This design comes from an exercise in tuning for small area on the open sky130 flow, not from production work. Function was checked by simulation only, so behaviour that the tests miss may differ from the original. Power figures rest on the tool's default switching activity, not on a simulated workload.

### flow/run.sh
#!/bin/bash
# synth_recipe.tcl (not shown) runs the flow's synth.tcl, then flattens the netlist and writes it again
# the make line also repeats each setting of config.mk as NAME=value (left out here)
make -C /OpenROAD-flow-scripts/flow DESIGN_CONFIG=/design/flow/config.mk WORK_HOME=/design/flow/orfs CLKGATE_MAP_FILE= SYNTH_SCRIPT=/design/flow/synth_recipe.tcl finish
### flow/config.mk
export PLATFORM = sky130hd
export DESIGN_NAME = SlaveFPGA
export DESIGN_NICKNAME = SlaveFPGA
export VERILOG_FILES = /design/flow/design.v
export SDC_FILE = /design/flow/constraint.sdc
export NUM_CORES = 4
export LEC_CHECK = 0
export CAP_MARGIN = 20
export CORE_MARGIN = 2
export CORE_UTILIZATION = 45
export SLEW_MARGIN = 20
### flow/constraint.sdc
create_clock -name core_clock -period 8.0 [get_ports {clk}]
set_input_delay 1.6000 -clock core_clock [delete_from_list [all_inputs] [get_ports {clk}]]
set_output_delay 1.6000 -clock core_clock [all_outputs]
set_load 0.01 [all_outputs]
### flow/design.v
module ReadoutConfigurator(
           SMT_MD, PDZ, NAPZ, ENTRI, INTUPZ, PGA
       );
output SMT_MD, PDZ, NAPZ, ENTRI, INTUPZ;
output [2:0] PGA;
assign SMT_MD = 0;  
assign PDZ = 1;  
assign NAPZ = 1;  
assign ENTRI = 0;  
assign INTUPZ = 0;  
assign PGA = 3;  
endmodule
module AdcController(
           clk, reset, start_acquisition, data_enable, is_error, data_out,
           SCLK, CNVST, RD, CS, RESET, OB2C, PD, SDOUT, RDERROR, BUSY
       );
localparam T2 = 100;
localparam T9 = 3;
localparam MODE_ERROR_RDERROR = 0;
localparam MODE_ERROR_NOT_READY = 1;
localparam MODE_RESETTING = 2;
localparam MODE_RESET_WAIT_BUSY_UP = 3;
localparam MODE_RESET_WAIT_BUSY_DOWN = 4;
localparam MODE_READY = 5;
localparam MODE_CONV_WAIT_BUSY_UP = 6;
localparam MODE_CONV_WAIT_BUSY_DOWN = 7;
localparam MODE_ACQUISITION = 8;
localparam MODE_AFTER_ACQUISITION = 9;
input clk, reset, start_acquisition;
input RDERROR, BUSY, SDOUT;
output data_enable, is_error;
output [15:0] data_out;
reg [17:0] data;
output reg SCLK, CNVST, CS, RESET;
output RD, OB2C, PD;
reg [31:0] counter;
reg counter_on;
reg [31:0] reset_counter;
reg [4:0] data_index;
reg [3:0] mode;
always @(posedge clk) begin
    if (reset) begin
        data <= 0;
        SCLK <= 1;  
        CNVST <= 1;
        CS <= 1;
        counter <= 0;
        counter_on <= 0;
        data_index <= 17;
        RESET <= 1;
        mode <= MODE_RESETTING;
        reset_counter <= 1;
    end else if (RDERROR) begin
        mode <= MODE_ERROR_RDERROR;
    end else if (mode == !MODE_READY && start_acquisition) begin
        mode <= MODE_ERROR_NOT_READY;
    end else begin
        if (mode == MODE_RESETTING) begin
            reset_counter <= reset_counter + 1;
            if (reset_counter == T9) begin
                RESET <= 0;
                mode <= MODE_RESET_WAIT_BUSY_UP;
            end
        end
        if (mode == MODE_RESET_WAIT_BUSY_UP) begin
            if (BUSY) begin
                mode <= MODE_RESET_WAIT_BUSY_DOWN;
            end
        end
        if (mode == MODE_RESET_WAIT_BUSY_DOWN) begin
            if (!BUSY) begin
                mode <= MODE_READY;
            end
        end
        if (mode == MODE_READY) begin
            if (start_acquisition) begin
                CNVST <= 0;
                counter <= 0;
                counter_on <= 1;
                mode <= MODE_CONV_WAIT_BUSY_UP;
            end
        end
        if (mode == MODE_CONV_WAIT_BUSY_UP) begin
            if (BUSY) begin
                mode <= MODE_CONV_WAIT_BUSY_DOWN;
            end
        end
        if (mode == MODE_CONV_WAIT_BUSY_DOWN) begin
            if (!BUSY) begin
                mode <= MODE_ACQUISITION;
                CS <= 0;  
                data_index <= 17;  
            end
        end
        if (mode == MODE_ACQUISITION) begin
            SCLK <= !SCLK;  
            if (SCLK == 0) begin
                data[data_index] <= SDOUT;
                if (data_index >= 1) begin
                    data_index <= data_index - 1;
                end else begin
                    mode <= MODE_AFTER_ACQUISITION;
                    CS <= 1;
                end
            end
        end
        if (mode == MODE_AFTER_ACQUISITION) begin
            if (counter >= T2) begin
                mode <= MODE_READY;
                counter_on <= 0;
            end
        end
        if (counter_on) begin
            counter <= counter + 1;
        end
    end
end
assign data_out = data[17:2];
assign data_enable = (mode == MODE_AFTER_ACQUISITION);
assign is_error = (mode == MODE_ERROR_NOT_READY || mode == MODE_ERROR_RDERROR);
assign RD = 0;
assign OB2C = 0;  
assign PD = 0;
endmodule
module DataSerializer(
           clk, reset, lower_adc_data, upper_adc_data,
           lower_adc_data_enable, upper_adc_data_enable, out_bit
       );
localparam MODE_WAIT_ADC_DATA_ENABLE_UP = 0;
localparam MODE_NOTIFY_START_SERIALIZING = 1;
localparam MODE_NOTIFY_CHANNEL = 2;
localparam MODE_SERIALIZING = 3;
localparam MODE_AFTER_SERIALIZING = 4;
input clk, reset, lower_adc_data_enable, upper_adc_data_enable;
input [15:0] lower_adc_data, upper_adc_data;
output reg out_bit;
reg [15:0] data;
reg [3:0] data_index;
reg [2:0] mode;
reg channel;  
reg lower_adc_data_next_ready;
reg upper_adc_data_next_ready;
always @(posedge clk) begin
    if (reset) begin
        out_bit <= 0;  
        data <= 0;
        data_index <= 0;
        mode <= MODE_WAIT_ADC_DATA_ENABLE_UP;
        channel <= 0;
        lower_adc_data_next_ready <= 1;
        upper_adc_data_next_ready <= 1;
    end else begin
        if (mode == MODE_WAIT_ADC_DATA_ENABLE_UP) begin
            if ((lower_adc_data_enable && lower_adc_data_next_ready) || (upper_adc_data_enable && upper_adc_data_next_ready)) begin
                mode <= MODE_NOTIFY_START_SERIALIZING;
                out_bit <= 1;
            end
            if (lower_adc_data_enable && lower_adc_data_next_ready) begin
                data <= lower_adc_data;
                channel <= 0;
                lower_adc_data_next_ready <= 0;
            end else if (upper_adc_data_enable && upper_adc_data_next_ready) begin
                data <= upper_adc_data;
                channel <= 1;
                upper_adc_data_next_ready <= 0;
            end
        end
        if (mode == MODE_NOTIFY_START_SERIALIZING) begin
            out_bit <= channel;
            mode <= MODE_NOTIFY_CHANNEL;
            data_index <= 15;
        end
        if (mode == MODE_NOTIFY_CHANNEL) begin
            out_bit <= data[data_index];
            data_index <= data_index - 1;
            mode <= MODE_SERIALIZING;
        end
        if (mode == MODE_SERIALIZING) begin
            out_bit <= data[data_index];
            if (data_index >= 1) begin
                data_index <= data_index - 1;
            end else begin
                mode <= MODE_AFTER_SERIALIZING;
            end
        end
        if (mode == MODE_AFTER_SERIALIZING) begin
            out_bit <= 0;
            mode <= MODE_WAIT_ADC_DATA_ENABLE_UP;
        end
        if (!lower_adc_data_next_ready && !lower_adc_data_enable) begin
            lower_adc_data_next_ready <= 1;
        end
        if (!upper_adc_data_next_ready && !upper_adc_data_enable) begin
            upper_adc_data_next_ready <= 1;
        end
    end
end
endmodule
module SlaveFPGA(
           clk, reset, start_lower_adc, start_upper_adc, serial_data_out,
           lower_adc_error, upper_adc_error,
           SMT_MD, PDZ, NAPZ, ENTRI, INTUPZ, PGA,
           SCLK0, CNVST0, RD0, CS0, RESET0, OB2C0, PD0, SDOUT0, RDERROR0, BUSY0,
           SCLK1, CNVST1, RD1, CS1, RESET1, OB2C1, PD1, SDOUT1, RDERROR1, BUSY1
       );
input clk, reset;
input start_lower_adc, start_upper_adc;
output serial_data_out;
output lower_adc_error, upper_adc_error;
output SMT_MD, PDZ, NAPZ, ENTRI, INTUPZ;
output [2:0] PGA;
output SCLK0, CNVST0, RD0, CS0, RESET0, OB2C0, PD0;
input SDOUT0, RDERROR0, BUSY0;
output SCLK1, CNVST1, RD1, CS1, RESET1, OB2C1, PD1;
input SDOUT1, RDERROR1, BUSY1;
wire [15:0] lower_adc_data_wire, upper_adc_data_wire;
wire lower_adc_data_enable_wire, upper_adc_data_enable_wire;
ReadoutConfigurator readout_configurator(
                        SMT_MD, PDZ, NAPZ, ENTRI, INTUPZ, PGA
                    );
AdcController lower_adc_controller(
                  clk, reset, start_lower_adc, lower_adc_data_enable_wire, lower_adc_error, lower_adc_data_wire,
                  SCLK0, CNVST0, RD0, CS0, RESET0, OB2C0, PD0, SDOUT0, RDERROR0, BUSY0
              );
AdcController upper_adc_controller(
                  clk, reset, start_upper_adc, upper_adc_data_enable_wire, upper_adc_error, upper_adc_data_wire,
                  SCLK1, CNVST1, RD1, CS1, RESET1, OB2C1, PD1, SDOUT1, RDERROR1, BUSY1
              );
DataSerializer data_serializer(
                   clk, reset, lower_adc_data_wire, upper_adc_data_wire, lower_adc_data_enable_wire,
                   upper_adc_data_enable_wire, serial_data_out
               );
endmodule
==> results.toml <==
[sta]
rsz0062_at_grt = "no"
hold_viol = 0
finalSetupTns_ps = 0
skew_ps = 22.7
fmax_mhz = 246
slew_viol_final = 0
slew-limit-headroom_pct = 28.9
tightest_slew_ps = 1050
post-route-period-util_pct = 50.9
fin_crit_ps = 4070
holdWs_ps = 447
finalSetupViolCount = 0

[global_routing]
grt_max_degree = 65
grt_pass1_wl_um = 39600
grt.overflow.total = 0
grt.total_usage_pct = 18.7
grt_pass1_vias = 8184
antenna_found_initial = 0

[critical_path]
crit_path_end_kind = "register"
reg2reg_slack_ps = 4820
worst_setup_path_start_kind = "primary input"
setup.worst_path.class = "in -> reg"
r2r_end = "lower_adc_controller.counter[25]"
cp_data_required_time_ps = 8420
timing.rr.start = "lower_adc_controller.mode[0]"
crit_path_max_fanout = 21
r2r.worst_path.cells = 5
cp.arrival_ps = 4490

[power_and_ir_drop]
p_leak_nw = 3.98
vdd_drop_max_mv = 0.123
total_power_mw = 2.22
swShare_pct = 22.4
p_seq_share_pct = 48.9
p_per_area_mw_per_mm2 = 187
p_comb_share_pct = 3.2
clkPwrFrac_pct = 47.9
p_int_mw = 1.72
switchingPower_mw = 0.497

[drt]
drt-initial-drc-count = 498
wl_um = 23700
wl_per_cell_um = 14.7
viasPerCell = 5.63
ant_nets = 0
drtPass1Iterations = 5
vias = 9048
drc_errors = 0

[hold_path]
hold_path_depth = 2
holdPathEnd = "upper_adc_controller.CNVST"
hp-start = "upper_adc_controller.CNVST"
hp-class = "reg -> reg"

[cells_and_area]
nets = 1300
antenna_cells = 0
stdcell_count = 1607
layout-drive-gt1-share_pct = 6.13
syn_to_final_growth_pct = 10.5

[die]
dieArea_sq_mm = 0.0252
rows = 56
coreArea_sq_mm = 0.0235
fp.dieW_um = 159
io_pins = 35
start_util_pct = 45.8
die_h_um = 159

[logic_synthesis]
ys.flop_type = "dfxtp_1"
yosysTopAreaCell = "dfxtp_1"
ys_top_cells_by_area = "dfxtp_1, nor2_1, nand2_1"
syn-cell-area_sq_mm = 0.0108
ys_seq_area_share_pct = 40.0
synth_cell_type_count = 74
ys_ff_latch = 215
synthCells = 1289
synthArstFlopShare_pct = 0
synth_warnings = 2
postSynthAreaPerCell_sq_um = 8.35
synth_edf_count = 0
synth_top_area_share_pct = 40.0

[placed_design]
dp_cells = 1565
port_buffers = 20
hpwl_um = 16000
gp_congestion = 0.852

[clock_network]
clock_latency_ps = 540
clkTransAtPathRegs_ps = 60
post_cts_resized = 0
cts_htree_levels = 1
cts.root.buffer_cell = "clkbuf_16"
cts_made_buffers = 25
cts_sinks = 215
cts_setup_buffers = 0
hold_buffers = 0
tritoncts = "built"
cts_buffer_depth = 3

[run_status]
status = "no timing/DRC/antenna violations"

[job]
maxCapViolCount = 0
cells in the mapped netlist, types with 6 or more instances:
cell type / instances
nor4_1: 33
or3_1: 40
and3_1: 16
nand4_1: 38
a31o_2: 6
buf_4: 14
nor2b_1: 6
or2_2: 7
o2111ai_1: 7
nor3_1: 49
nor2_1: 122
mux2i_1: 27
and4_1: 11
nor3b_1: 6
and2_1: 8
or4_1: 11
xnor2_1: 35
a21oi_1: 74
o21ai_0: 59
nor4b_1: 6
a211oi_1: 29
nand2_1: 121
nand3_1: 61
a32o_1: 20
xor2_1: 40
clkbuf_1: 62
inv_1: 35
dfxtp_1: 215
nand2b_1: 12
a31oi_1: 6
ha_1: 17
per-layer routing:
metal	track usage (%)	part of all wire, %	vias to the layer above
met5	0	0	-
met4	3.73	1.8	0
met3	2.50	2.9	33
met2	29.9	44	98
met1	27.2	52	4271
li1	-	-	4646
worst max path at each step:
stage	from	endpoint	depth (start not counted)
2_1_floorplan	RDERROR0	lower_adc_controller.data[10]	7
6_report	start_lower_adc	lower_adc_controller.counter[25]	6
3_5_place_dp	start_lower_adc	lower_adc_controller.counter[25]	6
4_1_cts	start_lower_adc	lower_adc_controller.counter[25]	6
3_3_place_gp	start_lower_adc	lower_adc_controller.counter[25]	6
5_1_grt	start_lower_adc	lower_adc_controller.counter[25]	6
sequential cells by signal, indices dropped and copies added (netlist names), 5 cells and up:
name / flops
upper_adc_controller.data: 16
lower_adc_controller.reset_counter: 32
upper_adc_controller.counter: 32
lower_adc_controller.counter: 32
upper_adc_controller.data_index: 5
lower_adc_controller.data: 16
lower_adc_controller.data_index: 5
data_serializer.data: 16
upper_adc_controller.reset_counter: 32
power by group through the flow:
stage | Sequential, mW | Clock, mW | Combinational [mW]
floorplan | 1.10 | 0 | 0.0592
global placement | 1.11 | 0 | 0.0711
detailed placement | 1.11 | 0 | 0.0716
CTS | 1.08 | 1.10 | 0.0719
global route | 1.09 | 1.13 | 0.0805
finish | 1.09 | 1.06 | 0.0712
cells in the final DEF (no fill, tap or decap), types with 6 or more instances in the layout:
master           netlist  layout
nand3_1               61      60
or2_2                  7       7
nor2b_1                6       6
o2111ai_1              7       7
nor2_1               122     121
nand4_1               38      38
xnor2_1               35      35
mux2i_1               27      27
inv_1                 35      35
a31oi_1                6       6
nor3b_1                6       6
a211oi_1              29      29
a31o_2                 6       6
xor2_1                40      40
nand2_1              121     121
nand2b_1              12      12
or3_1                 40      40
o21ai_0               59      58
and2_1                 8       8
clkbuf_16              0      25
a21oi_1               74      74
ha_1                  17      17
dfxtp_1              215     215
conb_1                 2      14
clkbuf_1              62       8
nor3_1                49      49
or4_1                 11      11
and4_1                11      11
nor4_1                33      32
clkdlybuf4s50_1        0      19
a32o_1                20      20
buf_4                 14       8
and3_1                16      16
worst max-delay path, stage by stage:
cell             delay [ps]
clkdlybuf4s50_1         480
nor4bb_1                420
nand3_1                 630
a2111oi_0              1000
nand4_1                 200
mux2i_1                 160
through the flow:
stage	setup slack [ps]	util, %	instance area, sq um
6_report	3930	50.6	11900
5_1_grt	3600	50.6	11900
4_1_cts	3930	50.5	11900
3_5_place_dp	3380	47.3	11100
3_3_place_gp	3370	47.3	11100
2_1_floorplan	4310	-	10800
cell families (layout without fill, tap and decap cells):
kind of cell    count (synthesis)  in the layout  share of synthesized area, %
simple gates                  571            571                          27.5
compound gates                256            256                          15.8
flops                         215            215                          40.0
buf+inv                       118            105                          4.63
xor+xnor                       75             75                          6.11
mux                            35             35                          3.87
fa+ha+maj                      17             17                          1.98
other cells                     2             14                        0.0698
cell type report:
cell class / instances / area [sq um]
fillers: 2268 / 11600
multi-input cells: 968 / 6040
flip-flops and latches: 215 / 4300
clock buffers: 38 / 724
well taps: 319 / 399
repair buffers: 27 / 250
inverters: 36 / 135
clock inverters: 4 / 35.0

-- what the ideal ports hide --
In the flow no input, the clock included, has a driving cell. The finished layout below was timed again as built, in two steps. Step 1 assumes that a clkbuf_16 drives the clock port and a buf_2 every other input. Step 2 moves the port delays by t, midway between the first and last clock arrival at a register: inputs arrive t later, outputs are due t later. That takes back most of the time a late clock gives input paths. Slacks: ideal / step 1 / step 2; pairs: ideal / step 1.
t (ns): 0.572
setup slack, ns: 3.927 / 3.952 / 3.380
worst hold slack (ns): 0.447 / 0.447 / 0.447
slew at the worst register clock pin (ns): 0.06 / 0.06
After both steps this run still meets setup and hold. For this run, drivers alone change the setup slack by +0.025 ns; drivers and shift together by -0.547 ns.
